Context: an optimization exercise on an open-source flow, tuned for small area and a short achievable clock period. The choices shown serve that exercise and are no tape-out recipe.
No functional check of the RTL was part of any run shown here.
Power figures rest on the tool's default switching activity, not on a simulated workload.

===== flow/design.v =====
module fa(input x, y, z, output s, c);
  assign s = x ^ y ^ z;
  assign c = (x & y) | (z & (x | y));
endmodule
module bsel(input a, b, one, two, neg, output pn);
  assign pn = ~(((a & one) | (b & two)) ^ neg);
endmodule
module bsel1(input a, s, neg, output pn);
  assign pn = ~((a & s) ^ neg);
endmodule
module hac(input xn, yn, output sn, cn);
  xnor_m u_s (.a(xn), .b(yn), .y(sn));
  or_m u_c (.a(xn), .b(yn), .y(cn));
endmodule
module xnor_m(input a, b, output y);
  assign y = ~(a ^ b);
endmodule
module or_m(input a, b, output y);
  assign y = a | b;
endmodule
module g_inv(input a, output y);
  assign y = ~a;
endmodule
module g_nand2(input a, b, output y);
  assign y = ~(a & b);
endmodule
module g_nor2(input a, b, output y);
  assign y = ~(a | b);
endmodule
module g_xor2(input a, b, output y);
  assign y = a ^ b;
endmodule
module g_xnor2(input a, b, output y);
  assign y = ~(a ^ b);
endmodule
module g_aoi21(input a, b, c, output y);
  assign y = ~(c | (a & b));
endmodule
module g_oai21(input a, b, c, output y);
  assign y = ~(c & (a | b));
endmodule
module dadda_16_16(mpd_in, mpr_in, op_out, clk);
  input clk;
  input [15:0] mpd_in, mpr_in;
  output [32:0] op_out;
  wire [17:0] ye = {2'b00, mpr_in};
  wire [7:0] e_one, e_two;
  genvar gi, gj;
  generate for (gi = 0; gi < 8; gi = gi + 1) begin : g_enc
    wire ym1 = (gi == 0) ? 1'b0 : ye[2*gi-1];
    assign e_one[gi] = ye[2*gi] ^ ym1;
    assign e_two[gi] = (ye[2*gi+1] & ~ye[2*gi] & ~ym1) | (~ye[2*gi+1] & ye[2*gi] & ym1);
  end endgenerate
  reg [15:0] x;
  reg [7:0] one, two, neg;
  reg [25:0] q0, q1;
  reg [5:0] ql;
  reg qc;
  wire carry_n = w270;
  wire [25:0] r0n, r1n;
  wire [5:0] sln;
  always @(posedge clk) begin
    x <= mpd_in;
    one <= e_one;
    two <= e_two;
    neg <= {mpr_in[15], mpr_in[13], mpr_in[11], mpr_in[9], mpr_in[7], mpr_in[5], mpr_in[3], mpr_in[1]};
    q0 <= r0n;
    q1 <= r1n;
    ql <= sln;
    qc <= carry_n;
  end
  wire [7:0] negn = ~neg;
  wire [16:0] ppn [0:7];
  generate for (gi = 0; gi < 8; gi = gi + 1) begin : g_pp
    for (gj = 0; gj < 17; gj = gj + 1) begin : g_ppj
      if (gj == 0) begin : g_lo
        bsel1 u_sel (.a(x[0]), .s(one[gi]), .neg(neg[gi]), .pn(ppn[gi][gj]));
      end else if (gj == 16) begin : g_hi
        bsel1 u_sel (.a(x[15]), .s(two[gi]), .neg(neg[gi]), .pn(ppn[gi][gj]));
      end else begin : g_mid
        bsel u_sel (.a(x[gj]), .b(x[gj-1]), .one(one[gi]), .two(two[gi]), .neg(neg[gi]), .pn(ppn[gi][gj]));
      end
    end
  end endgenerate
  wire [15:0] r8n;
  generate for (gj = 0; gj < 16; gj = gj + 1) begin : g_r8
    g_nand2 u_r8 (.a(x[gj]), .b(neg[7]), .y(r8n[gj]));
  end endgenerate
  wire ci1;
  wire ci2;
  wire ci3;
  wire ci4;
  wire ci5;
  wire ci6;
  wire w7;
  wire w8;
  wire w9;
  wire w10;
  wire w11;
  wire w12;
  wire w13;
  wire w14;
  wire w15;
  wire w16;
  wire w17;
  wire w18;
  wire w19;
  wire w20;
  wire w21;
  wire w22;
  wire w23;
  wire w24;
  wire w25;
  wire w26;
  wire w27;
  wire w28;
  wire w29;
  wire w30;
  wire w31;
  wire w32;
  wire w33;
  wire w34;
  wire w35;
  wire w36;
  wire w37;
  wire w38;
  wire w39;
  wire w40;
  wire w41;
  wire w42;
  wire w43;
  wire w44;
  wire w45;
  wire w46;
  wire w47;
  wire w48;
  wire w49;
  wire w50;
  wire w51;
  wire w52;
  wire w53;
  wire w54;
  wire w55;
  wire w56;
  wire w57;
  wire w58;
  wire w59;
  wire w60;
  wire w61;
  wire w62;
  wire w63;
  wire w64;
  wire w65;
  wire w66;
  wire w67;
  wire w68;
  wire w69;
  wire w70;
  wire w71;
  wire w72;
  wire w73;
  wire w74;
  wire w75;
  wire w76;
  wire w77;
  wire w78;
  wire w79;
  wire w80;
  wire w81;
  wire w82;
  wire w83;
  wire w84;
  wire w85;
  wire w86;
  wire w87;
  wire w88;
  wire w89;
  wire w90;
  wire w91;
  wire w92;
  wire w93;
  wire w94;
  wire w95;
  wire w96;
  wire w97;
  wire w98;
  wire w99;
  wire w100;
  wire w101;
  wire w102;
  wire w103;
  wire w104;
  wire w105;
  wire w106;
  wire w107;
  wire w108;
  wire w109;
  wire w110;
  wire w111;
  wire w112;
  wire w113;
  wire w114;
  wire w115;
  wire w116;
  wire w117;
  wire w118;
  wire w119;
  wire w120;
  wire w121;
  wire w122;
  wire w123;
  wire w124;
  wire w125;
  wire w126;
  wire w127;
  wire w128;
  wire w129;
  wire w130;
  wire w131;
  wire w132;
  wire w133;
  wire w134;
  wire w135;
  wire w136;
  wire w137;
  wire w138;
  wire w139;
  wire w140;
  wire w141;
  wire w142;
  wire w143;
  wire w144;
  wire w145;
  wire w146;
  wire w147;
  wire w148;
  wire w149;
  wire w150;
  wire w151;
  wire w152;
  wire w153;
  wire w154;
  wire w155;
  wire w156;
  wire w157;
  wire w158;
  wire w159;
  wire w160;
  wire w161;
  wire w162;
  wire w163;
  wire w164;
  wire w165;
  wire w166;
  wire w167;
  wire w168;
  wire w169;
  wire w170;
  wire w171;
  wire w172;
  wire w173;
  wire w174;
  wire w175;
  wire w176;
  wire w177;
  wire w178;
  wire w179;
  wire w180;
  wire w181;
  wire w182;
  wire w183;
  wire w184;
  wire w185;
  wire w186;
  wire w187;
  wire w188;
  wire w189;
  wire w190;
  wire w191;
  wire w192;
  wire w193;
  wire w194;
  wire w195;
  wire w196;
  wire w197;
  wire w198;
  wire w199;
  wire w200;
  wire w201;
  wire w202;
  wire w203;
  wire w204;
  wire w205;
  wire w206;
  wire w207;
  wire w208;
  wire w209;
  wire w210;
  wire w211;
  wire w212;
  wire w213;
  wire w214;
  wire w215;
  wire w216;
  wire w217;
  wire w218;
  wire w219;
  wire w220;
  wire w221;
  wire w222;
  wire w223;
  wire w224;
  wire w225;
  wire w226;
  wire w227;
  wire w228;
  wire w229;
  wire w230;
  wire w231;
  wire w232;
  wire w233;
  wire w234;
  wire w235;
  wire w236;
  wire w237;
  wire w238;
  wire w239;
  wire w240;
  wire w241;
  wire w242;
  wire w243;
  wire w244;
  wire w245;
  wire w246;
  wire w247;
  wire w248;
  wire w249;
  wire w250;
  wire w251;
  wire w252;
  wire w253;
  wire w254;
  wire w255;
  wire w256;
  wire w257;
  wire w258;
  wire w259;
  wire w260;
  wire w261;
  wire w262;
  wire w263;
  wire w264;
  wire w265;
  wire w266;
  wire w267;
  wire w268;
  wire w269;
  wire w270;
  assign ci1 = ~r8n[4];
  assign ci2 = ~r8n[6];
  assign ci3 = ~r8n[8];
  assign ci4 = ~r8n[10];
  assign ci5 = ~r8n[12];
  assign ci6 = ~r8n[14];
  hac u_w7 (.xn(negn[5]), .yn(ppn[0][10]), .sn(w7), .cn(w8));
  hac u_w9 (.xn(ppn[0][11]), .yn(ppn[1][9]), .sn(w9), .cn(w10));
  fa u_w11 (.x(negn[6]), .y(ppn[0][12]), .z(ppn[1][10]), .s(w11), .c(w12));
  hac u_w13 (.xn(ppn[2][8]), .yn(ppn[3][6]), .sn(w13), .cn(w14));
  fa u_w15 (.x(ppn[0][13]), .y(ppn[1][11]), .z(ppn[2][9]), .s(w15), .c(w16));
  hac u_w17 (.xn(ppn[3][7]), .yn(ppn[4][5]), .sn(w17), .cn(w18));
  fa u_w19 (.x(negn[7]), .y(ppn[0][14]), .z(ppn[1][12]), .s(w19), .c(w20));
  fa u_w21 (.x(ppn[2][10]), .y(ppn[3][8]), .z(ppn[4][6]), .s(w21), .c(w22));
  hac u_w23 (.xn(ppn[5][4]), .yn(ppn[6][2]), .sn(w23), .cn(w24));
  fa u_w25 (.x(ppn[0][15]), .y(ppn[1][13]), .z(ppn[2][11]), .s(w25), .c(w26));
  fa u_w27 (.x(ppn[3][9]), .y(ppn[4][7]), .z(ppn[5][5]), .s(w27), .c(w28));
  hac u_w29 (.xn(ppn[6][3]), .yn(ppn[7][1]), .sn(w29), .cn(w30));
  fa u_w31 (.x(r8n[0]), .y(ppn[0][16]), .z(ppn[1][14]), .s(w31), .c(w32));
  fa u_w33 (.x(ppn[2][12]), .y(ppn[3][10]), .z(ppn[4][8]), .s(w33), .c(w34));
  fa u_w35 (.x(ppn[5][6]), .y(ppn[6][4]), .z(ppn[7][2]), .s(w35), .c(w36));
  fa u_w37 (.x(r8n[1]), .y(negn[0]), .z(ppn[1][15]), .s(w37), .c(w38));
  fa u_w39 (.x(ppn[2][13]), .y(ppn[3][11]), .z(ppn[4][9]), .s(w39), .c(w40));
  fa u_w41 (.x(ppn[5][7]), .y(ppn[6][5]), .z(ppn[7][3]), .s(w41), .c(w42));
  fa u_w43 (.x(r8n[2]), .y(negn[0]), .z(ppn[1][16]), .s(w43), .c(w44));
  fa u_w45 (.x(ppn[2][14]), .y(ppn[3][12]), .z(ppn[4][10]), .s(w45), .c(w46));
  fa u_w47 (.x(ppn[5][8]), .y(ppn[6][6]), .z(ppn[7][4]), .s(w47), .c(w48));
  fa u_w49 (.x(r8n[3]), .y(neg[0]), .z(neg[1]), .s(w49), .c(w50));
  fa u_w51 (.x(ppn[2][15]), .y(ppn[3][13]), .z(ppn[4][11]), .s(w51), .c(w52));
  fa u_w53 (.x(ppn[5][9]), .y(ppn[6][7]), .z(ppn[7][5]), .s(w53), .c(w54));
  fa u_w55 (.x(ci1), .y(ppn[2][16]), .z(ppn[3][14]), .s(w55), .c(w56));
  fa u_w57 (.x(ppn[4][12]), .y(ppn[5][10]), .z(ppn[6][8]), .s(w57), .c(w58));
  fa u_w59 (.x(r8n[5]), .y(r8n[4]), .z(neg[2]), .s(w59), .c(w60));
  fa u_w61 (.x(ppn[3][15]), .y(ppn[4][13]), .z(ppn[5][11]), .s(w61), .c(w62));
  fa u_w63 (.x(ci2), .y(ppn[3][16]), .z(ppn[4][14]), .s(w63), .c(w64));
  fa u_w65 (.x(r8n[7]), .y(r8n[6]), .z(neg[3]), .s(w65), .c(w66));
  hac u_w67 (.xn(negn[3]), .yn(ppn[0][6]), .sn(w67), .cn(w68));
  hac u_w69 (.xn(ppn[0][7]), .yn(ppn[1][5]), .sn(w69), .cn(w70));
  fa u_w71 (.x(negn[4]), .y(ppn[0][8]), .z(ppn[1][6]), .s(w71), .c(w72));
  hac u_w73 (.xn(ppn[2][4]), .yn(ppn[3][2]), .sn(w73), .cn(w74));
  fa u_w75 (.x(ppn[0][9]), .y(ppn[1][7]), .z(ppn[2][5]), .s(w75), .c(w76));
  hac u_w77 (.xn(ppn[3][3]), .yn(ppn[4][1]), .sn(w77), .cn(w78));
  fa u_w79 (.x(ppn[1][8]), .y(ppn[2][6]), .z(ppn[3][4]), .s(w79), .c(w80));
  fa u_w81 (.x(ppn[4][2]), .y(ppn[5][0]), .z(w7), .s(w81), .c(w82));
  fa u_w83 (.x(ppn[2][7]), .y(ppn[3][5]), .z(ppn[4][3]), .s(w83), .c(w84));
  fa u_w85 (.x(ppn[5][1]), .y(w8), .z(w9), .s(w85), .c(w86));
  fa u_w87 (.x(ppn[4][4]), .y(ppn[5][2]), .z(ppn[6][0]), .s(w87), .c(w88));
  fa u_w89 (.x(w10), .y(w13), .z(w11), .s(w89), .c(w90));
  fa u_w91 (.x(ppn[5][3]), .y(ppn[6][1]), .z(w14), .s(w91), .c(w92));
  fa u_w93 (.x(w17), .y(w12), .z(w15), .s(w93), .c(w94));
  fa u_w95 (.x(ppn[7][0]), .y(w18), .z(w23), .s(w95), .c(w96));
  fa u_w97 (.x(w16), .y(w19), .z(w21), .s(w97), .c(w98));
  fa u_w99 (.x(w24), .y(w29), .z(w20), .s(w99), .c(w100));
  fa u_w101 (.x(w22), .y(w25), .z(w27), .s(w101), .c(w102));
  fa u_w103 (.x(w30), .y(w26), .z(w28), .s(w103), .c(w104));
  fa u_w105 (.x(w31), .y(w33), .z(w35), .s(w105), .c(w106));
  fa u_w107 (.x(w32), .y(w34), .z(w36), .s(w107), .c(w108));
  fa u_w109 (.x(w37), .y(w39), .z(w41), .s(w109), .c(w110));
  fa u_w111 (.x(w38), .y(w40), .z(w42), .s(w111), .c(w112));
  fa u_w113 (.x(w43), .y(w45), .z(w47), .s(w113), .c(w114));
  fa u_w115 (.x(w44), .y(w46), .z(w48), .s(w115), .c(w116));
  fa u_w117 (.x(w49), .y(w51), .z(w53), .s(w117), .c(w118));
  fa u_w119 (.x(ppn[7][6]), .y(w50), .z(w52), .s(w119), .c(w120));
  fa u_w121 (.x(w54), .y(w55), .z(w57), .s(w121), .c(w122));
  fa u_w123 (.x(ppn[6][9]), .y(ppn[7][7]), .z(w56), .s(w123), .c(w124));
  fa u_w125 (.x(w58), .y(w59), .z(w61), .s(w125), .c(w126));
  fa u_w127 (.x(ppn[5][12]), .y(ppn[6][10]), .z(ppn[7][8]), .s(w127), .c(w128));
  fa u_w129 (.x(w60), .y(w62), .z(w63), .s(w129), .c(w130));
  fa u_w131 (.x(ppn[4][15]), .y(ppn[5][13]), .z(ppn[6][11]), .s(w131), .c(w132));
  fa u_w133 (.x(ppn[7][9]), .y(w64), .z(w65), .s(w133), .c(w134));
  fa u_w135 (.x(ci3), .y(ppn[4][16]), .z(ppn[5][14]), .s(w135), .c(w136));
  fa u_w137 (.x(ppn[6][12]), .y(ppn[7][10]), .z(w66), .s(w137), .c(w138));
  fa u_w139 (.x(r8n[9]), .y(r8n[8]), .z(neg[4]), .s(w139), .c(w140));
  fa u_w141 (.x(ppn[5][15]), .y(ppn[6][13]), .z(ppn[7][11]), .s(w141), .c(w142));
  fa u_w143 (.x(ci4), .y(ppn[5][16]), .z(ppn[6][14]), .s(w143), .c(w144));
  fa u_w145 (.x(r8n[11]), .y(r8n[10]), .z(neg[5]), .s(w145), .c(w146));
  hac u_w147 (.xn(negn[2]), .yn(ppn[0][4]), .sn(w147), .cn(w148));
  hac u_w149 (.xn(ppn[0][5]), .yn(ppn[1][3]), .sn(w149), .cn(w150));
  fa u_w151 (.x(ppn[1][4]), .y(ppn[2][2]), .z(ppn[3][0]), .s(w151), .c(w152));
  fa u_w153 (.x(ppn[2][3]), .y(ppn[3][1]), .z(w68), .s(w153), .c(w154));
  fa u_w155 (.x(ppn[4][0]), .y(w70), .z(w73), .s(w155), .c(w156));
  fa u_w157 (.x(w74), .y(w77), .z(w72), .s(w157), .c(w158));
  fa u_w159 (.x(w78), .y(w76), .z(w79), .s(w159), .c(w160));
  fa u_w161 (.x(w80), .y(w83), .z(w82), .s(w161), .c(w162));
  fa u_w163 (.x(w84), .y(w87), .z(w86), .s(w163), .c(w164));
  fa u_w165 (.x(w88), .y(w91), .z(w90), .s(w165), .c(w166));
  fa u_w167 (.x(w92), .y(w95), .z(w94), .s(w167), .c(w168));
  fa u_w169 (.x(w96), .y(w98), .z(w99), .s(w169), .c(w170));
  fa u_w171 (.x(w100), .y(w102), .z(w103), .s(w171), .c(w172));
  fa u_w173 (.x(w104), .y(w106), .z(w107), .s(w173), .c(w174));
  fa u_w175 (.x(w108), .y(w110), .z(w111), .s(w175), .c(w176));
  fa u_w177 (.x(w112), .y(w114), .z(w115), .s(w177), .c(w178));
  fa u_w179 (.x(w116), .y(w118), .z(w119), .s(w179), .c(w180));
  fa u_w181 (.x(w120), .y(w122), .z(w123), .s(w181), .c(w182));
  fa u_w183 (.x(w127), .y(w124), .z(w126), .s(w183), .c(w184));
  fa u_w185 (.x(w128), .y(w131), .z(w130), .s(w185), .c(w186));
  fa u_w187 (.x(w132), .y(w135), .z(w137), .s(w187), .c(w188));
  fa u_w189 (.x(w136), .y(w139), .z(w141), .s(w189), .c(w190));
  fa u_w191 (.x(ppn[7][12]), .y(w140), .z(w142), .s(w191), .c(w192));
  fa u_w193 (.x(ppn[6][15]), .y(ppn[7][13]), .z(w144), .s(w193), .c(w194));
  fa u_w195 (.x(ci5), .y(ppn[6][16]), .z(ppn[7][14]), .s(w195), .c(w196));
  fa u_w197 (.x(r8n[13]), .y(r8n[12]), .z(neg[6]), .s(w197), .c(w198));
  hac u_w199 (.xn(negn[1]), .yn(ppn[0][2]), .sn(w199), .cn(w200));
  hac u_w201 (.xn(ppn[0][3]), .yn(ppn[1][1]), .sn(w201), .cn(w202));
  fa u_w203 (.x(ppn[1][2]), .y(ppn[2][0]), .z(w147), .s(w203), .c(w204));
  fa u_w205 (.x(ppn[2][1]), .y(w148), .z(w149), .s(w205), .c(w206));
  fa u_w207 (.x(w150), .y(w67), .z(w151), .s(w207), .c(w208));
  fa u_w209 (.x(w69), .y(w152), .z(w153), .s(w209), .c(w210));
  fa u_w211 (.x(w71), .y(w154), .z(w155), .s(w211), .c(w212));
  fa u_w213 (.x(w75), .y(w156), .z(w157), .s(w213), .c(w214));
  fa u_w215 (.x(w81), .y(w158), .z(w159), .s(w215), .c(w216));
  fa u_w217 (.x(w85), .y(w160), .z(w161), .s(w217), .c(w218));
  fa u_w219 (.x(w89), .y(w162), .z(w163), .s(w219), .c(w220));
  fa u_w221 (.x(w93), .y(w164), .z(w165), .s(w221), .c(w222));
  fa u_w223 (.x(w97), .y(w166), .z(w167), .s(w223), .c(w224));
  fa u_w225 (.x(w101), .y(w168), .z(w169), .s(w225), .c(w226));
  fa u_w227 (.x(w105), .y(w170), .z(w171), .s(w227), .c(w228));
  fa u_w229 (.x(w109), .y(w172), .z(w173), .s(w229), .c(w230));
  fa u_w231 (.x(w113), .y(w174), .z(w175), .s(w231), .c(w232));
  fa u_w233 (.x(w117), .y(w176), .z(w177), .s(w233), .c(w234));
  fa u_w235 (.x(w121), .y(w178), .z(w179), .s(w235), .c(w236));
  fa u_w237 (.x(w125), .y(w180), .z(w181), .s(w237), .c(w238));
  fa u_w239 (.x(w129), .y(w182), .z(w183), .s(w239), .c(w240));
  fa u_w241 (.x(w133), .y(w184), .z(w185), .s(w241), .c(w242));
  fa u_w243 (.x(w134), .y(w186), .z(w187), .s(w243), .c(w244));
  fa u_w245 (.x(w138), .y(w189), .z(w188), .s(w245), .c(w246));
  fa u_w247 (.x(w143), .y(w190), .z(w191), .s(w247), .c(w248));
  fa u_w249 (.x(w145), .y(w192), .z(w193), .s(w249), .c(w250));
  fa u_w251 (.x(w146), .y(w195), .z(w194), .s(w251), .c(w252));
  fa u_w253 (.x(ppn[7][15]), .y(w196), .z(w197), .s(w253), .c(w254));
  fa u_w255 (.x(ci6), .y(ppn[7][16]), .z(w198), .s(w255), .c(w256));
  fa u_w257 (.x(r8n[15]), .y(r8n[14]), .z(neg[7]), .s(w257), .c(w258));
  hac u_w259 (.xn(negn[0]), .yn(ppn[0][0]), .sn(w259), .cn(w260));
  hac u_w261 (.xn(ppn[0][1]), .yn(w260), .sn(w261), .cn(w262));
  fa u_w263 (.x(w199), .y(ppn[1][0]), .z(w262), .s(w263), .c(w264));
  fa u_w265 (.x(w200), .y(w201), .z(w264), .s(w265), .c(w266));
  fa u_w267 (.x(w202), .y(w203), .z(w266), .s(w267), .c(w268));
  fa u_w269 (.x(w204), .y(w205), .z(w268), .s(w269), .c(w270));
  g_nor2 u_g0 (.a(w206), .b(w207), .y(r0n[0]));
  g_xor2 u_p0 (.a(w206), .b(w207), .y(r1n[0]));
  g_nor2 u_g1 (.a(w208), .b(w209), .y(r0n[1]));
  g_xor2 u_p1 (.a(w208), .b(w209), .y(r1n[1]));
  g_nor2 u_g2 (.a(w210), .b(w211), .y(r0n[2]));
  g_xor2 u_p2 (.a(w210), .b(w211), .y(r1n[2]));
  g_nor2 u_g3 (.a(w212), .b(w213), .y(r0n[3]));
  g_xor2 u_p3 (.a(w212), .b(w213), .y(r1n[3]));
  g_nor2 u_g4 (.a(w214), .b(w215), .y(r0n[4]));
  g_xor2 u_p4 (.a(w214), .b(w215), .y(r1n[4]));
  g_nor2 u_g5 (.a(w216), .b(w217), .y(r0n[5]));
  g_xor2 u_p5 (.a(w216), .b(w217), .y(r1n[5]));
  g_nor2 u_g6 (.a(w218), .b(w219), .y(r0n[6]));
  g_xor2 u_p6 (.a(w218), .b(w219), .y(r1n[6]));
  g_nor2 u_g7 (.a(w220), .b(w221), .y(r0n[7]));
  g_xor2 u_p7 (.a(w220), .b(w221), .y(r1n[7]));
  g_nor2 u_g8 (.a(w222), .b(w223), .y(r0n[8]));
  g_xor2 u_p8 (.a(w222), .b(w223), .y(r1n[8]));
  g_nor2 u_g9 (.a(w224), .b(w225), .y(r0n[9]));
  g_xor2 u_p9 (.a(w224), .b(w225), .y(r1n[9]));
  g_nor2 u_g10 (.a(w226), .b(w227), .y(r0n[10]));
  g_xor2 u_p10 (.a(w226), .b(w227), .y(r1n[10]));
  g_nor2 u_g11 (.a(w228), .b(w229), .y(r0n[11]));
  g_xor2 u_p11 (.a(w228), .b(w229), .y(r1n[11]));
  g_nor2 u_g12 (.a(w230), .b(w231), .y(r0n[12]));
  g_xor2 u_p12 (.a(w230), .b(w231), .y(r1n[12]));
  g_nor2 u_g13 (.a(w232), .b(w233), .y(r0n[13]));
  g_xor2 u_p13 (.a(w232), .b(w233), .y(r1n[13]));
  g_nor2 u_g14 (.a(w234), .b(w235), .y(r0n[14]));
  g_xor2 u_p14 (.a(w234), .b(w235), .y(r1n[14]));
  g_nor2 u_g15 (.a(w236), .b(w237), .y(r0n[15]));
  g_xor2 u_p15 (.a(w236), .b(w237), .y(r1n[15]));
  g_nor2 u_g16 (.a(w238), .b(w239), .y(r0n[16]));
  g_xor2 u_p16 (.a(w238), .b(w239), .y(r1n[16]));
  g_nor2 u_g17 (.a(w240), .b(w241), .y(r0n[17]));
  g_xor2 u_p17 (.a(w240), .b(w241), .y(r1n[17]));
  g_nor2 u_g18 (.a(w242), .b(w243), .y(r0n[18]));
  g_xor2 u_p18 (.a(w242), .b(w243), .y(r1n[18]));
  g_nor2 u_g19 (.a(w244), .b(w245), .y(r0n[19]));
  g_xor2 u_p19 (.a(w244), .b(w245), .y(r1n[19]));
  g_nor2 u_g20 (.a(w246), .b(w247), .y(r0n[20]));
  g_xor2 u_p20 (.a(w246), .b(w247), .y(r1n[20]));
  g_nor2 u_g21 (.a(w248), .b(w249), .y(r0n[21]));
  g_xor2 u_p21 (.a(w248), .b(w249), .y(r1n[21]));
  g_nor2 u_g22 (.a(w250), .b(w251), .y(r0n[22]));
  g_xor2 u_p22 (.a(w250), .b(w251), .y(r1n[22]));
  g_nor2 u_g23 (.a(w252), .b(w253), .y(r0n[23]));
  g_xor2 u_p23 (.a(w252), .b(w253), .y(r1n[23]));
  g_nor2 u_g24 (.a(w254), .b(w255), .y(r0n[24]));
  g_xor2 u_p24 (.a(w254), .b(w255), .y(r1n[24]));
  g_nor2 u_g25 (.a(w256), .b(w257), .y(r0n[25]));
  g_xor2 u_p25 (.a(w256), .b(w257), .y(r1n[25]));
  assign sln[0] = w259;
  assign sln[1] = w261;
  assign sln[2] = w263;
  assign sln[3] = w265;
  assign sln[4] = w267;
  assign sln[5] = w269;
  wire a1;
  wire a2;
  wire a3;
  wire a4;
  wire a5;
  wire a6;
  wire a7;
  wire a8;
  wire a9;
  wire a10;
  wire a11;
  wire a12;
  wire a13;
  wire a14;
  wire a15;
  wire a16;
  wire a17;
  wire a18;
  wire a19;
  wire a20;
  wire a21;
  wire a22;
  wire a23;
  wire a24;
  wire a25;
  wire a26;
  wire a27;
  wire a28;
  wire a29;
  wire a30;
  wire a31;
  wire a32;
  wire a33;
  wire a34;
  wire a35;
  wire a36;
  wire a37;
  wire a38;
  wire a39;
  wire a40;
  wire a41;
  wire a42;
  wire a43;
  wire a44;
  wire a45;
  wire a46;
  wire a47;
  wire a48;
  wire a49;
  wire a50;
  wire a51;
  wire a52;
  wire a53;
  wire a54;
  wire a55;
  wire a56;
  wire a57;
  wire a58;
  wire a59;
  wire a60;
  wire a61;
  wire a62;
  wire a63;
  wire a64;
  wire a65;
  wire a66;
  wire a67;
  wire a68;
  wire a69;
  wire a70;
  wire a71;
  wire a72;
  wire a73;
  wire a74;
  wire a75;
  wire a76;
  wire a77;
  wire a78;
  wire a79;
  wire a80;
  wire a81;
  wire a82;
  wire a83;
  wire a84;
  wire a85;
  wire a86;
  wire a87;
  wire a88;
  wire a89;
  wire a90;
  wire a91;
  wire a92;
  wire a93;
  wire a94;
  wire a95;
  wire a96;
  wire a97;
  wire a98;
  wire a99;
  wire a100;
  wire a101;
  wire a102;
  wire a103;
  wire a104;
  wire a105;
  wire a106;
  wire a107;
  wire a108;
  wire a109;
  wire a110;
  wire a111;
  wire a112;
  wire a113;
  wire a114;
  wire a115;
  wire a116;
  wire a117;
  wire a118;
  wire a119;
  wire a120;
  wire a121;
  wire a122;
  wire a123;
  wire a124;
  wire a125;
  wire a126;
  wire a127;
  wire a128;
  wire a129;
  wire a130;
  wire a131;
  wire a132;
  wire a133;
  wire a134;
  wire a135;
  wire a136;
  wire a137;
  wire a138;
  wire a139;
  wire a140;
  wire a141;
  wire a142;
  wire a143;
  wire a144;
  wire a145;
  wire a146;
  wire a147;
  wire a148;
  wire a149;
  wire a150;
  wire a151;
  wire a152;
  wire a153;
  wire a154;
  g_inv u_a1 (.a(qc), .y(a1));
  g_aoi21 u_a2 (.a(q1[0]), .b(a1), .c(q0[0]), .y(a2));
  g_aoi21 u_a3 (.a(q1[2]), .b(q0[1]), .c(q0[2]), .y(a3));
  g_nand2 u_a4 (.a(q1[2]), .b(q1[1]), .y(a4));
  g_aoi21 u_a5 (.a(q1[4]), .b(q0[3]), .c(q0[4]), .y(a5));
  g_nand2 u_a6 (.a(q1[4]), .b(q1[3]), .y(a6));
  g_aoi21 u_a7 (.a(q1[6]), .b(q0[5]), .c(q0[6]), .y(a7));
  g_nand2 u_a8 (.a(q1[6]), .b(q1[5]), .y(a8));
  g_aoi21 u_a9 (.a(q1[8]), .b(q0[7]), .c(q0[8]), .y(a9));
  g_nand2 u_a10 (.a(q1[8]), .b(q1[7]), .y(a10));
  g_aoi21 u_a11 (.a(q1[10]), .b(q0[9]), .c(q0[10]), .y(a11));
  g_nand2 u_a12 (.a(q1[10]), .b(q1[9]), .y(a12));
  g_aoi21 u_a13 (.a(q1[12]), .b(q0[11]), .c(q0[12]), .y(a13));
  g_nand2 u_a14 (.a(q1[12]), .b(q1[11]), .y(a14));
  g_aoi21 u_a15 (.a(q1[14]), .b(q0[13]), .c(q0[14]), .y(a15));
  g_nand2 u_a16 (.a(q1[14]), .b(q1[13]), .y(a16));
  g_aoi21 u_a17 (.a(q1[16]), .b(q0[15]), .c(q0[16]), .y(a17));
  g_nand2 u_a18 (.a(q1[16]), .b(q1[15]), .y(a18));
  g_aoi21 u_a19 (.a(q1[18]), .b(q0[17]), .c(q0[18]), .y(a19));
  g_nand2 u_a20 (.a(q1[18]), .b(q1[17]), .y(a20));
  g_aoi21 u_a21 (.a(q1[20]), .b(q0[19]), .c(q0[20]), .y(a21));
  g_nand2 u_a22 (.a(q1[20]), .b(q1[19]), .y(a22));
  g_aoi21 u_a23 (.a(q1[22]), .b(q0[21]), .c(q0[22]), .y(a23));
  g_nand2 u_a24 (.a(q1[22]), .b(q1[21]), .y(a24));
  g_aoi21 u_a25 (.a(q1[24]), .b(q0[23]), .c(q0[24]), .y(a25));
  g_nand2 u_a26 (.a(q1[24]), .b(q1[23]), .y(a26));
  g_inv u_a27 (.a(a2), .y(a27));
  g_aoi21 u_a28 (.a(q1[1]), .b(a27), .c(q0[1]), .y(a28));
  g_oai21 u_a29 (.a(a4), .b(a2), .c(a3), .y(a29));
  g_inv u_a30 (.a(a5), .y(a30));
  g_aoi21 u_a31 (.a(q1[5]), .b(a30), .c(q0[5]), .y(a31));
  g_inv u_a32 (.a(a6), .y(a32));
  g_nand2 u_a33 (.a(q1[5]), .b(a32), .y(a33));
  g_oai21 u_a34 (.a(a8), .b(a5), .c(a7), .y(a34));
  g_nor2 u_a35 (.a(a8), .b(a6), .y(a35));
  g_inv u_a36 (.a(a9), .y(a36));
  g_aoi21 u_a37 (.a(q1[9]), .b(a36), .c(q0[9]), .y(a37));
  g_inv u_a38 (.a(a10), .y(a38));
  g_nand2 u_a39 (.a(q1[9]), .b(a38), .y(a39));
  g_oai21 u_a40 (.a(a12), .b(a9), .c(a11), .y(a40));
  g_nor2 u_a41 (.a(a12), .b(a10), .y(a41));
  g_inv u_a42 (.a(a13), .y(a42));
  g_aoi21 u_a43 (.a(q1[13]), .b(a42), .c(q0[13]), .y(a43));
  g_inv u_a44 (.a(a14), .y(a44));
  g_nand2 u_a45 (.a(q1[13]), .b(a44), .y(a45));
  g_oai21 u_a46 (.a(a16), .b(a13), .c(a15), .y(a46));
  g_nor2 u_a47 (.a(a16), .b(a14), .y(a47));
  g_inv u_a48 (.a(a17), .y(a48));
  g_aoi21 u_a49 (.a(q1[17]), .b(a48), .c(q0[17]), .y(a49));
  g_inv u_a50 (.a(a18), .y(a50));
  g_nand2 u_a51 (.a(q1[17]), .b(a50), .y(a51));
  g_oai21 u_a52 (.a(a20), .b(a17), .c(a19), .y(a52));
  g_nor2 u_a53 (.a(a20), .b(a18), .y(a53));
  g_inv u_a54 (.a(a21), .y(a54));
  g_aoi21 u_a55 (.a(q1[21]), .b(a54), .c(q0[21]), .y(a55));
  g_inv u_a56 (.a(a22), .y(a56));
  g_nand2 u_a57 (.a(q1[21]), .b(a56), .y(a57));
  g_oai21 u_a58 (.a(a24), .b(a21), .c(a23), .y(a58));
  g_nor2 u_a59 (.a(a24), .b(a22), .y(a59));
  g_inv u_a60 (.a(a25), .y(a60));
  g_aoi21 u_a61 (.a(q1[25]), .b(a60), .c(q0[25]), .y(a61));
  g_inv u_a62 (.a(a26), .y(a62));
  g_nand2 u_a63 (.a(q1[25]), .b(a62), .y(a63));
  g_aoi21 u_a64 (.a(q1[3]), .b(a29), .c(q0[3]), .y(a64));
  g_inv u_a65 (.a(a29), .y(a65));
  g_oai21 u_a66 (.a(a6), .b(a65), .c(a5), .y(a66));
  g_oai21 u_a67 (.a(a33), .b(a65), .c(a31), .y(a67));
  g_oai21 u_a68 (.a(a4), .b(a2), .c(a3), .y(a68));
  g_aoi21 u_a69 (.a(a35), .b(a68), .c(a34), .y(a69));
  g_aoi21 u_a70 (.a(q1[11]), .b(a40), .c(q0[11]), .y(a70));
  g_nand2 u_a71 (.a(q1[11]), .b(a41), .y(a71));
  g_inv u_a72 (.a(a40), .y(a72));
  g_oai21 u_a73 (.a(a14), .b(a72), .c(a13), .y(a73));
  g_nand2 u_a74 (.a(a44), .b(a41), .y(a74));
  g_oai21 u_a75 (.a(a45), .b(a72), .c(a43), .y(a75));
  g_inv u_a76 (.a(a45), .y(a76));
  g_nand2 u_a77 (.a(a76), .b(a41), .y(a77));
  g_oai21 u_a78 (.a(a12), .b(a9), .c(a11), .y(a78));
  g_aoi21 u_a79 (.a(a47), .b(a78), .c(a46), .y(a79));
  g_nand2 u_a80 (.a(a47), .b(a41), .y(a80));
  g_aoi21 u_a81 (.a(q1[19]), .b(a52), .c(q0[19]), .y(a81));
  g_nand2 u_a82 (.a(q1[19]), .b(a53), .y(a82));
  g_inv u_a83 (.a(a52), .y(a83));
  g_oai21 u_a84 (.a(a22), .b(a83), .c(a21), .y(a84));
  g_nand2 u_a85 (.a(a56), .b(a53), .y(a85));
  g_oai21 u_a86 (.a(a57), .b(a83), .c(a55), .y(a86));
  g_inv u_a87 (.a(a57), .y(a87));
  g_nand2 u_a88 (.a(a87), .b(a53), .y(a88));
  g_oai21 u_a89 (.a(a20), .b(a17), .c(a19), .y(a89));
  g_aoi21 u_a90 (.a(a59), .b(a89), .c(a58), .y(a90));
  g_nand2 u_a91 (.a(a59), .b(a53), .y(a91));
  g_inv u_a92 (.a(a69), .y(a92));
  g_aoi21 u_a93 (.a(q1[7]), .b(a92), .c(q0[7]), .y(a93));
  g_oai21 u_a94 (.a(a10), .b(a69), .c(a9), .y(a94));
  g_oai21 u_a95 (.a(a39), .b(a69), .c(a37), .y(a95));
  g_aoi21 u_a96 (.a(a35), .b(a68), .c(a34), .y(a96));
  g_inv u_a97 (.a(a96), .y(a97));
  g_aoi21 u_a98 (.a(a41), .b(a97), .c(a40), .y(a98));
  g_oai21 u_a99 (.a(a71), .b(a96), .c(a70), .y(a99));
  g_inv u_a100 (.a(a73), .y(a100));
  g_oai21 u_a101 (.a(a74), .b(a96), .c(a100), .y(a101));
  g_inv u_a102 (.a(a75), .y(a102));
  g_oai21 u_a103 (.a(a77), .b(a96), .c(a102), .y(a103));
  g_oai21 u_a104 (.a(a80), .b(a96), .c(a79), .y(a104));
  g_inv u_a105 (.a(a90), .y(a105));
  g_aoi21 u_a106 (.a(q1[23]), .b(a105), .c(q0[23]), .y(a106));
  g_inv u_a107 (.a(a91), .y(a107));
  g_nand2 u_a108 (.a(q1[23]), .b(a107), .y(a108));
  g_oai21 u_a109 (.a(a26), .b(a90), .c(a25), .y(a109));
  g_nor2 u_a110 (.a(a26), .b(a91), .y(a110));
  g_oai21 u_a111 (.a(a63), .b(a90), .c(a61), .y(a111));
  g_nor2 u_a112 (.a(a63), .b(a91), .y(a112));
  g_aoi21 u_a113 (.a(q1[15]), .b(a104), .c(q0[15]), .y(a113));
  g_inv u_a114 (.a(a104), .y(a114));
  g_oai21 u_a115 (.a(a18), .b(a114), .c(a17), .y(a115));
  g_oai21 u_a116 (.a(a51), .b(a114), .c(a49), .y(a116));
  g_oai21 u_a117 (.a(a80), .b(a96), .c(a79), .y(a117));
  g_aoi21 u_a118 (.a(a53), .b(a117), .c(a52), .y(a118));
  g_inv u_a119 (.a(a117), .y(a119));
  g_oai21 u_a120 (.a(a82), .b(a119), .c(a81), .y(a120));
  g_inv u_a121 (.a(a85), .y(a121));
  g_aoi21 u_a122 (.a(a121), .b(a117), .c(a84), .y(a122));
  g_inv u_a123 (.a(a88), .y(a123));
  g_aoi21 u_a124 (.a(a123), .b(a117), .c(a86), .y(a124));
  g_oai21 u_a125 (.a(a91), .b(a119), .c(a90), .y(a125));
  g_oai21 u_a126 (.a(a108), .b(a119), .c(a106), .y(a126));
  g_aoi21 u_a127 (.a(a110), .b(a117), .c(a109), .y(a127));
  g_aoi21 u_a128 (.a(a112), .b(a117), .c(a111), .y(a128));
  g_xnor2 u_a129 (.a(q1[0]), .b(qc), .y(a129));
  g_xnor2 u_a130 (.a(q1[1]), .b(a2), .y(a130));
  g_xnor2 u_a131 (.a(q1[2]), .b(a28), .y(a131));
  g_xor2 u_a132 (.a(q1[3]), .b(a29), .y(a132));
  g_xnor2 u_a133 (.a(q1[4]), .b(a64), .y(a133));
  g_xor2 u_a134 (.a(q1[5]), .b(a66), .y(a134));
  g_xor2 u_a135 (.a(q1[6]), .b(a67), .y(a135));
  g_xnor2 u_a136 (.a(q1[7]), .b(a69), .y(a136));
  g_xnor2 u_a137 (.a(q1[8]), .b(a93), .y(a137));
  g_xor2 u_a138 (.a(q1[9]), .b(a94), .y(a138));
  g_xor2 u_a139 (.a(q1[10]), .b(a95), .y(a139));
  g_xnor2 u_a140 (.a(q1[11]), .b(a98), .y(a140));
  g_xor2 u_a141 (.a(q1[12]), .b(a99), .y(a141));
  g_xor2 u_a142 (.a(q1[13]), .b(a101), .y(a142));
  g_xor2 u_a143 (.a(q1[14]), .b(a103), .y(a143));
  g_xor2 u_a144 (.a(q1[15]), .b(a104), .y(a144));
  g_xnor2 u_a145 (.a(q1[16]), .b(a113), .y(a145));
  g_xor2 u_a146 (.a(q1[17]), .b(a115), .y(a146));
  g_xor2 u_a147 (.a(q1[18]), .b(a116), .y(a147));
  g_xnor2 u_a148 (.a(q1[19]), .b(a118), .y(a148));
  g_xor2 u_a149 (.a(q1[20]), .b(a120), .y(a149));
  g_xnor2 u_a150 (.a(q1[21]), .b(a122), .y(a150));
  g_xnor2 u_a151 (.a(q1[22]), .b(a124), .y(a151));
  g_xor2 u_a152 (.a(q1[23]), .b(a125), .y(a152));
  g_xor2 u_a153 (.a(q1[24]), .b(a126), .y(a153));
  g_xnor2 u_a154 (.a(q1[25]), .b(a127), .y(a154));
  wire [25:0] hi;
  assign hi[0] = a129;
  assign hi[1] = a130;
  assign hi[2] = a131;
  assign hi[3] = a132;
  assign hi[4] = a133;
  assign hi[5] = a134;
  assign hi[6] = a135;
  assign hi[7] = a136;
  assign hi[8] = a137;
  assign hi[9] = a138;
  assign hi[10] = a139;
  assign hi[11] = a140;
  assign hi[12] = a141;
  assign hi[13] = a142;
  assign hi[14] = a143;
  assign hi[15] = a144;
  assign hi[16] = a145;
  assign hi[17] = a146;
  assign hi[18] = a147;
  assign hi[19] = a148;
  assign hi[20] = a149;
  assign hi[21] = a150;
  assign hi[22] = a151;
  assign hi[23] = a152;
  assign hi[24] = a153;
  assign hi[25] = a154;
  assign op_out = {1'b0, hi, ~ql};
endmodule

===== flow/config.mk =====
export PLATFORM = sky130hd
export DESIGN_NAME = dadda_16_16
export DESIGN_NICKNAME = dadda_16_16
export VERILOG_FILES = /design/flow/design.v
export SDC_FILE = /design/flow/constraint.sdc
export NUM_CORES = 4
export LEC_CHECK = 0
export CAP_MARGIN = 20
export CORE_MARGIN = 2
export CORE_UTILIZATION = 55
export CTS_BUF_LIST = sky130_fd_sc_hd__clkbuf_8 sky130_fd_sc_hd__clkbuf_16
export CTS_CLUSTER_DIAMETER = 60
export CTS_CLUSTER_SIZE = 30
export SETUP_SLACK_MARGIN = 3.5
export SLEW_MARGIN = 20
export SYNTH_HIERARCHICAL = 1

===== flow/constraint.sdc =====
create_clock -name core_clock -period 7.0 [get_ports {clk}]
set_input_delay 1.4000 -clock core_clock [delete_from_list [all_inputs] [get_ports {clk}]]
set_output_delay 1.4000 -clock core_clock [all_outputs]
set_load 0.01 [all_outputs]

===== flow/flow/run.sh =====
#!/bin/bash
# Standard layout (the standard.sh) with two changes:
#  - after synthesis, flow/post_synth.tcl takes logic cells down to their
#    smallest drive strength (timing repair later sizes up what it needs);
#  - the port buffers are buf_1 cells (sized up by repair where needed).
set -euo pipefail
here=$(pwd)
bash standard.sh POST_SYNTH_TCL=$here/flow/post_synth.tcl \
  "BUFFER_PORTS_ARGS=-buffer_cell sky130_fd_sc_hd__buf_1" finish > $here/standard_flow.log 2>&1

===== flow/flow/post_synth.tcl =====
# After synthesis: take every logic cell down to the smallest drive strength
# of its own kind and drop the buffers synthesis inserted; timing repair in the
# later steps sizes up what the critical paths need.
set n_resized 0
foreach inst [get_cells *] {
  set master [get_property $inst ref_name]
  if {![regexp {^(sky130_fd_sc_hd__[a-z0-9]+)_([0-9]+)$} $master -> base size]} { continue }
  if {[regexp {__(df|dl|sdf|edf|conb|tap|fill|decap|clk)} $base]} { continue }
  set best ""
  set best_area 1e9
  foreach s {0 1 2 4} {
    set lc [get_lib_cells -quiet */${base}_$s]
    if {$lc eq ""} { continue }
    if {[get_property $lc dont_use]} { continue }
    set a [get_property $lc area]
    if {$a < $best_area} { set best_area $a; set best [get_name $lc] }
  }
  if {$best ne "" && $best ne $master} {
    replace_cell $inst $best
    incr n_resized
  }
}
puts "post_synth: resized $n_resized cells"
remove_buffers
# The first-stage registers each drive a row or column of Booth selectors
# (16-17 loads): give them the strongest flip-flop of their kind.
set n_up 0
foreach inst [get_cells *] {
  if {[regexp {^(x|one|two|neg)\[} [get_name $inst]] && [get_property $inst ref_name] eq "sky130_fd_sc_hd__dfxtp_1"} {
    replace_cell $inst sky130_fd_sc_hd__dfxtp_4
    incr n_up
  }
}
puts "post_synth: upsized $n_up first-stage flip-flops"

===== flow/standard.sh =====
#!/bin/bash
# synth_recipe.tcl (not shown) runs the flow's synth.tcl, then flattens the netlist and writes it again
# the make line also repeats each setting of config.mk as NAME=value (left out here)
make -C /OpenROAD-flow-scripts/flow DESIGN_CONFIG=/design/flow/config.mk WORK_HOME=/design/flow/orfs CLKGATE_MAP_FILE= SYNTH_SCRIPT=/design/flow/synth_recipe.tcl "${@:-finish}"

==> results.toml, run 1 <==
[finish]
nets = 1009
syn2layout_area_growth_pct = 11.0
drive_gt1_share_pct = 10.5
antennaDiodeCount = 0

[pwr]
power.total_uw = 3950
clkPwrFrac_pct = 12.9
p_leak_uw = 0.00354
pwr-share-comb_pct = 62.0
peakVddDrop_uv = 215
p_sw_uw = 1760
power_frac_seq_pct = 25.2
power_density_nw_per_um2 = 432
switching_share_pct = 44.5
internal_power_uw = 2190

[global_route]
grt_max_degree = 36
grt_pass1_wl_mm = 32.7
grt-ovfl-total = 0
grt.total_usage_pct = 26.2
antenna_found_initial = 0
grt_pass1_vias = 6395

[timing]
fin_crit_sh_pct = 48.6
fmax_mhz = 294
hold_violations = 0
hold_slack_ns = 0.729
finalClockSkew_ns = 0.0119
setup_viol = 0
setup_tns_ns = 0
rsz0062_at_grt = "yes"
finalCriticalPeriod_ns = 3.40
drv_slew = 0

[clocking]
cts_made_buffers = 9
clkTransAtPathRegs_ns = 0.08
cts_tree = "built"
root_buffer = "clkbuf_16"
cts_buffer_depth = 2
cts_max_level = 3
clk-insertion-delay-late_ns = 0.35
clock_sink_count = 98
cts_hold_buf = 0

[worst_setup_path]
end_kind = "output port"
cp-start-kind = "flip-flop"
rr_worst_depth = 7
worst_path_max_delay_cell = "dfxtp_1"
crit_chain = "a21oi_2 -> o21ai_1 -> a21oi_2 -> o21ai_4 -> a21oi_1 -> xnor2_1 -> buf_1"
crit_type = "flip-flop to output port"
crit_fanout = 5
r2r_start = "neg[0]"
crit_path_frequent_cell = "a21oi_2"
critPathMaxStageDelay_ns = 0.34
r2r_slack_ns = 3.74
cp.required_ns = 5.60
r2r_end = "qc"
worstPathArrival_ns = 2.00

[floorplanning]
rows = 44
die_w_um = 126
die_area_sq_um = 16000
die_height_um = 126
io_pins = 66
start_util_pct = 56.5
core_sq_um = 14600

[drt]
routed_wl_mm = 20.0
routed_via_density = 5.78
via_count = 6057
firstDrtPassIters = 7
drtIter0Drc = 446
antenna_left = 0
wire_per_inst_um = 19.0
drc = 0

[synthesis]
yosys_warnings = 7
syn_area_per_cell_sq_um = 10.5
syn-num-nets = 931
postSynthCellCount = 782
syn-cell-area_sq_um = 8250

[hold_path]
hold_class = "flip-flop to flip-flop"
worstHoldStart = "one[0]"
hold_depth = 3
min_to = "ql[0]"

[job]
cap_violations = 0

[placement]
gp_congestion = 0.837
portBuffers = 64
hpwl_mm = 14.1

[run_status]
status = "complete, no violations"
cell usage in the layout (no fill, tap or decap), types with 2 or more instances in the layout:
cell	n
xor2_1	183
a22oi_1	120
fa_1	116
buf_1	59
nand2_1	56
dfxtp_1	52
inv_1	45
dfxtp_4	40
nor2_1	28
xnor2_1	28
a21oi_1	26
o21ai_0	24
or2_0	16
clkbuf_16	9
nand2b_1	7
nand3b_1	7
a21oi_2	7
dfxtp_2	6
o21ai_2	5
o21ai_1	4
inv_6	3
buf_2	3
inv_2	2
o21ai_4	2
nor2_2	2
nand2_2	2
clkbuf_2	2
buf_4	2
critical path, delay by kind of cell (launching register included):
family          cells  cell delay [ns]
xor+xnor            1             0.13
compound gates      5             1.03
flops               1             0.34
buf+inv             1             0.16
timing repair:
item	4_1_cts	5_1_grt
gates resized for setup	23	26
buffers inserted	2	1
setup endpoints to repair	18	17
pin swaps	3	10
cloned	0	0
area by class of cell:
class                           instances  area [sq um]
Clock buffer                            9           225
Clock inverter                          6          72.6
Fill cell                            1205          5440
Inverter                               47           176
Multi-Input combinational cell        637          6050
Sequential cell                        98          2120
Tap cell                              184           230
Timing Repair Buffer                   67           273
stage by stage:
stage	std cells	setup WS [ns]	util (%)	instance area [sq um]
after global placement	1030	3.19	59.7	8720
after floorplan	782	3.89	-	8250
final	1048	3.60	62.7	9150
after detailed placement	1030	3.07	59.7	8720
after CTS	1047	3.51	62.2	9080
after global routing	1048	3.46	62.7	9150
sequential cells by signal, indices dropped and copies added, names as in the netlist:
name / count
ql: 6
qc: 1
one: 8
q1: 26
neg: 8
q0: 25
two: 8
x: 16
power by group through the flow:
stage / clock network (uW) / logic, uW / registers (uW)
5_1_grt: 544 / 2780 / 1020
3_5_place_dp: 0 / 2370 / 990
3_3_place_gp: 0 / 2300 / 983
6_report: 508 / 2450 / 994
2_1_floorplan: 0 / 1840 / 924
4_1_cts: 520 / 2440 / 980
worst max-delay path by stage:
stage / slack [ns] / depth (start not counted) / endpoint / startpoint
floorplan: 3.89 / 8 / op_out[30] / qc
global placement: 3.19 / 9 / op_out[26] / qc
detailed placement: 3.07 / 9 / op_out[26] / qc
CTS: 3.51 / 9 / op_out[29] / q1[2]
global route: 3.46 / 10 / op_out[29] / qc
finish: 3.60 / 7 / op_out[31] / q1[8]
metal layers:
layer	GRT usage (%)	vias to the layer above	routed length, um
met5	0	-	0
met4	8.40	0	327
met3	4.81	25	1230
met2	44.4	221	10100
met1	34.1	3018	8260
li1	-	2793	-
==> inputs of run 2 (changes only) <==
--- a/flow/config.mk
+++ b/flow/config.mk
@@ -13,3 +13,3 @@
 export CTS_CLUSTER_SIZE = 30
-export SETUP_SLACK_MARGIN = 3.5
+export SETUP_SLACK_MARGIN = 3.75
 export SLEW_MARGIN = 20
==> results.toml, run 2 <==
[finish]
finalNonFillerCells = 1072
antennaDiodeCount = 0
largest_register_ffs = 26
final_common_cell = "xor2_1"
syn2layout_area_growth_pct = 17.0
drive_gt1_share_pct = 19.9
layout_common_cells = "xor2_1 (177), fa_1 (113), a22oi_1 (95)"
regMostFlops = "q1"
top_regs = "q1: 26 flops, q0: 25 flops, x: 16 flops"
nets = 1033

[synthesis]
postSynthCellCount = 782
syn-num-nets = 931
syn-cell-area_sq_um = 8250
yosys_warnings = 7
syn_area_per_cell_sq_um = 10.5

[worst_setup_path]
rr_worst_depth = 7
worstPathArrival_ns = 1.99
cp-start-kind = "flip-flop"
end_kind = "output port"
crit_fanout = 4
cp.required_ns = 5.60
crit_type = "flip-flop to output port"

[drt]
wire_per_inst_um = 19.3
drtIter0Drc = 425
firstDrtPassIters = 5
via_count = 6231
antenna_left = 0
drc = 0
routed_via_density = 5.81
routed_wl_mm = 20.7

[hold_path]
hold_depth = 3
hold_class = "flip-flop to flip-flop"

[floorplanning]
core_sq_um = 14600
die_w_um = 126
die_height_um = 126
rows = 44
die_area_sq_um = 16000
start_util_pct = 56.5
io_pins = 66

[clocking]
cts_hold_buf = 0
clk-insertion-delay-late_ns = 0.36
cts_tree = "built"
clock_sink_count = 98
cts_made_buffers = 9
cts_buffer_depth = 2
cts_max_level = 3
clkTransAtPathRegs_ns = 0.07
root_buffer = "clkbuf_16"

[pwr]
peakVddDrop_uv = 217
power_density_nw_per_um2 = 429
p_leak_uw = 0.00373
power.total_uw = 4130

[timing]
hold_violations = 0
fmax_mhz = 295
setup_viol = 0
setup_ws_ns = 3.61
drv_slew = 0
setup_tns_ns = 0
finalClockSkew_ns = 0.0122
finalCriticalPeriod_ns = 3.39
rsz0062_at_grt = "yes"
fin_crit_sh_pct = 48.5

[placement]
pre_cts_ws_ns = 3.07
gp_congestion = 0.837
hpwl_mm = 14.1
placed_cells = 1030
portBuffers = 64

[global_route]
grt_max_degree = 36
grt_pass1_vias = 6459
grt.total_usage_pct = 26.5
antenna_found_initial = 0
grt_pass1_wl_mm = 33.2
grt-ovfl-total = 0

[run_status]
status = "complete, no violations"

[job]
cap_violations = 0
[run 2: what timing repair did]
item / in CTS / in global routing
resized for setup: 67 / 60
hold endpoints to repair: 0 / 0
setup buffers: 9 / 18
endpoints found under the setup margin: 20 / 37
gates cloned: 0 / 0
pin swaps: 17 / 19
[run 2: metal layers]
metal  GRT usage (%)  routed length (um)  vias to the layer above
li1                -                   -                     2831
met1            34.5                8570                     3144
met2            45.1               10400                      219
met3            4.81                1200                       37
met4            8.40                 443                        0
met5               0                   0                        -
[run 2: metrics by stage]
step                hold slack [ns]  area, sq um  util, %
floorplan                     0.672         8250        -
global placement              0.712         8720     59.7
detailed placement            0.726         8720     59.7
CTS                           0.727         9240     63.3
global route                  0.742         9640     66.1
finish                        0.678         9640     66.1
[run 2: cell type report]
class | instances | area (sq um)
Clock buffer | 9 | 225
Clock inverter | 6 | 72.6
Fill cell | 1163 | 4940
Inverter | 47 | 176
Multi-Input combinational cell | 637 | 6320
Sequential cell | 98 | 2130
Tap cell | 184 | 230
Timing Repair Buffer | 91 | 489
[run 2: final timing paths]
kind	slack, ns	from	end
setup / recovery	3.61	q1[2]	op_out[27]
hold / removal	0.68	x[0]	ql[0]
setup reg to reg	3.82	one[3]	q1[12]
hold reg to reg	0.68	x[0]	ql[0]
[run 2: critical path, stage by stage (launching register included)]
cell,delay [ns]
dfxtp_4,0.39
nand2_4,0.06
o21ai_4,0.17
a21oi_2,0.08
buf_6,0.13
o21ai_4,0.25
buf_6,0.16
a21oi_4,0.05
xnor2_1,0.18
buf_2,0.16
[run 2: report_power, final]
group | internal [uW] | leakage (uW) | switching [uW]
Sequential | 788 | 0.000839 | 225
Clock | 281 | 0.000145 | 228
Combinational | 1230 | 0.00274 | 1380
Total | 2300 | 0.00373 | 1840
==> inputs of run 3 (changes only) <==
--- a/flow/config.mk
+++ b/flow/config.mk
@@ -13,3 +13,3 @@
 export CTS_CLUSTER_SIZE = 30
-export SETUP_SLACK_MARGIN = 3.75
+export SETUP_SLACK_MARGIN = 3.65
 export SLEW_MARGIN = 20
==> results.toml, run 3 <==
[timing]
fmax_mhz = 295
setup_viol = 0
finalCriticalPeriod_ns = 3.40
fin_crit_sh_pct = 48.5
hold_violations = 0
hold_slack_ns = 0.732
drv_slew = 0
setup_tns_ns = 0
finalClockSkew_ns = 0.0119
rsz0062_at_grt = "yes"

[worst_setup_path]
cp-start-kind = "flip-flop"
crit_fanout = 5
rr_worst_depth = 7
cp.required_ns = 5.60
crit_type = "flip-flop to output port"
crit_chain = "a21oi_4 -> o21ai_2 -> a21oi_2 -> buf_6 -> o21ai_4 -> buf_12 -> a21oi_1 -> xnor2_1 -> buf_1"
r2r_slack_ns = 3.81
worstPathArrival_ns = 2.00
worst_path_max_delay_cell = "dfxtp_2"
critPathMaxStageDelay_ns = 0.34
end_kind = "output port"
r2r_start = "one[3]"
r2r_end = "q1[14]"

[clocking]
cts_tree = "built"
clock_sink_count = 98
clkTransAtPathRegs_ns = 0.07
cts_buffer_depth = 2
clk-insertion-delay-late_ns = 0.36
root_buffer = "clkbuf_16"
cts_hold_buf = 0
cts_max_level = 3
cts_made_buffers = 9

[placement]
placed_cell_area_sq_um = 8720
gp_congestion = 0.837
hpwl_mm = 14.1
portBuffers = 64

[hold_path]
hold_depth = 3
min_to = "ql[0]"
hold_class = "flip-flop to flip-flop"
worstHoldStart = "one[0]"

[drt]
routed_wl_mm = 20.5
via_count = 6190
firstDrtPassIters = 5
drc = 0
wire_per_inst_um = 19.2
drtIter0Drc = 458
routed_via_density = 5.81
antenna_left = 0

[floorplanning]
core_sq_um = 14600
rows = 44
io_pins = 66
die_area_sq_um = 16000
start_util_pct = 56.5
die_height_um = 126
die_w_um = 126

[global_route]
grt.total_usage_pct = 26.3
met1_usage_pct = 34.2
grt_max_degree = 36
antenna_found_initial = 0
grt_pass1_vias = 6443
use_met2_pct = 44.7
grt-ovfl-total = 0
grt_util_met3_pct = 4.85
busiest_layer = "met2"
grt_pass1_wl_mm = 32.9

[pwr]
internal_power_uw = 2270
peakVddDrop_uv = 220
power_frac_seq_pct = 24.6
p_leak_uw = 0.00367
clkPwrFrac_pct = 12.5
p_sw_uw = 1810
switching_share_pct = 44.3
power_density_nw_per_um2 = 434
pwr-share-comb_pct = 62.9

[finish]
fillers = 1184
largest_register_ffs = 26
drive_gt1_share_pct = 15.2
finalCoreUtilization_pct = 64.3
final_area_sq_um = 9390
syn2layout_area_growth_pct = 13.8
antennaDiodeCount = 0
top_regs = "q1: 26 flops, q0: 25 flops, x: 16 flops"
nets = 1027
multi_input_area_sq_um = 6110
seqCellArea_sq_um = 2130
regMostFlops = "q1"
final_common_cell = "xor2_1"
layout_common_cells = "xor2_1 (183), a22oi_1 (119), fa_1 (116)"

[synthesis]
syn-num-nets = 931
syn_area_per_cell_sq_um = 10.5
yosys_warnings = 7
postSynthCellCount = 782
syn-cell-area_sq_um = 8250

[job]
cap_violations = 0

[run_status]
status = "complete, no violations"
run 3: cell count changes in the layout (fill, tap and decap cells not counted), sizes merged:
cell	delta
clkbuf	+2
buf	-8
run 3: worst max path at each step:
stage	start	to	cells past startpoint
5_1_grt	qc	op_out[31]	10
2_1_floorplan	qc	op_out[30]	8
6_report	q1[0]	op_out[31]	9
3_3_place_gp	qc	op_out[26]	9
4_1_cts	q1[2]	op_out[29]	9
3_5_place_dp	qc	op_out[26]	9
run 3: power by group through the flow:
stage	logic, uW	registers [uW]	clock network (uW)
after global placement	2300	983	0
after global routing	2900	1030	544
final	2570	1000	508
after CTS	2500	988	520
after detailed placement	2370	990	0
after floorplan	1840	924	0
run 3: cell type report:
class                           instances  share of cell area (%)
Tap cell                              184                    2.45
Multi-Input combinational cell        637                    65.1
Inverter                               47                    1.88
Clock inverter                          6                   0.773
Clock buffer                            9                    2.40
Timing Repair Buffer                   85                    4.75
Sequential cell                        98                    22.6
run 3: per-layer routing:
metal  up-vias  routed length, um  part of all wire [%]
met4         0                443                   2.2
met1      3092               8410                    41
met5         -                  0                     0
met2       240              10300                    50
li1       2820                  -                     -
met3        38               1330                   6.5
run 3: repair_timing:
action | in CTS | in global routing
setup buffers | 8 | 13
pin swaps | 13 | 9
setup endpoints to repair | 19 | 23
gates resized for setup | 48 | 36
run 3: through the flow:
| stage | setup slack [ns] | instances | power (uW) |
|---|---|---|---|
| floorplan | 3.89 | 782 | 2770 |
| global placement | 3.19 | 1030 | 3290 |
| detailed placement | 3.07 | 1030 | 3360 |
| CTS | 3.63 | 1053 | 4010 |
| global route | 3.46 | 1066 | 4470 |
| finish | 3.60 | 1066 | 4080 |
run 3: worst max-delay path, delay by kind of cell (launching register included):
kind / cells / cell delay (ns)
compound gates: 5 / 0.70
xor+xnor: 1 / 0.13
buf+inv: 3 / 0.45
flops: 1 / 0.34

afterwards: timing with drivers on the ports:
How much do the figures lean on ideal ports? The routed layouts below were timed once more, with nothing changed but the port constraints.
Step 1 (the two cells are an assumption about what drives the block):
set clk [get_ports {clk}]
set_driving_cell -lib_cell sky130_fd_sc_hd__clkbuf_16 $clk
set_driving_cell -lib_cell sky130_fd_sc_hd__buf_2 [delete_from_list [all_inputs] $clk]
Step 2 moves the port delays by t, midway between the first and last clock arrival at a register: inputs arrive t later, outputs are due t later. That takes back most of the time a late clock gives input paths.
Three values: ideal ports, drivers, drivers and shift; two values: the first two.
run | shift t [ns] | setup WS [ns] | worst setup path after step 2 | cell pins on the clock port's net
run 1 | 0.391 | 3.600 / 3.558 / 3.742 | register to register | 1
run 2 | 0.393 | 3.607 / 3.564 / 3.824 | register to register | 1
run 3 | 0.392 | 3.605 / 3.562 / 3.808 | register to register | 1
After both steps setup and hold are still met in every run listed.
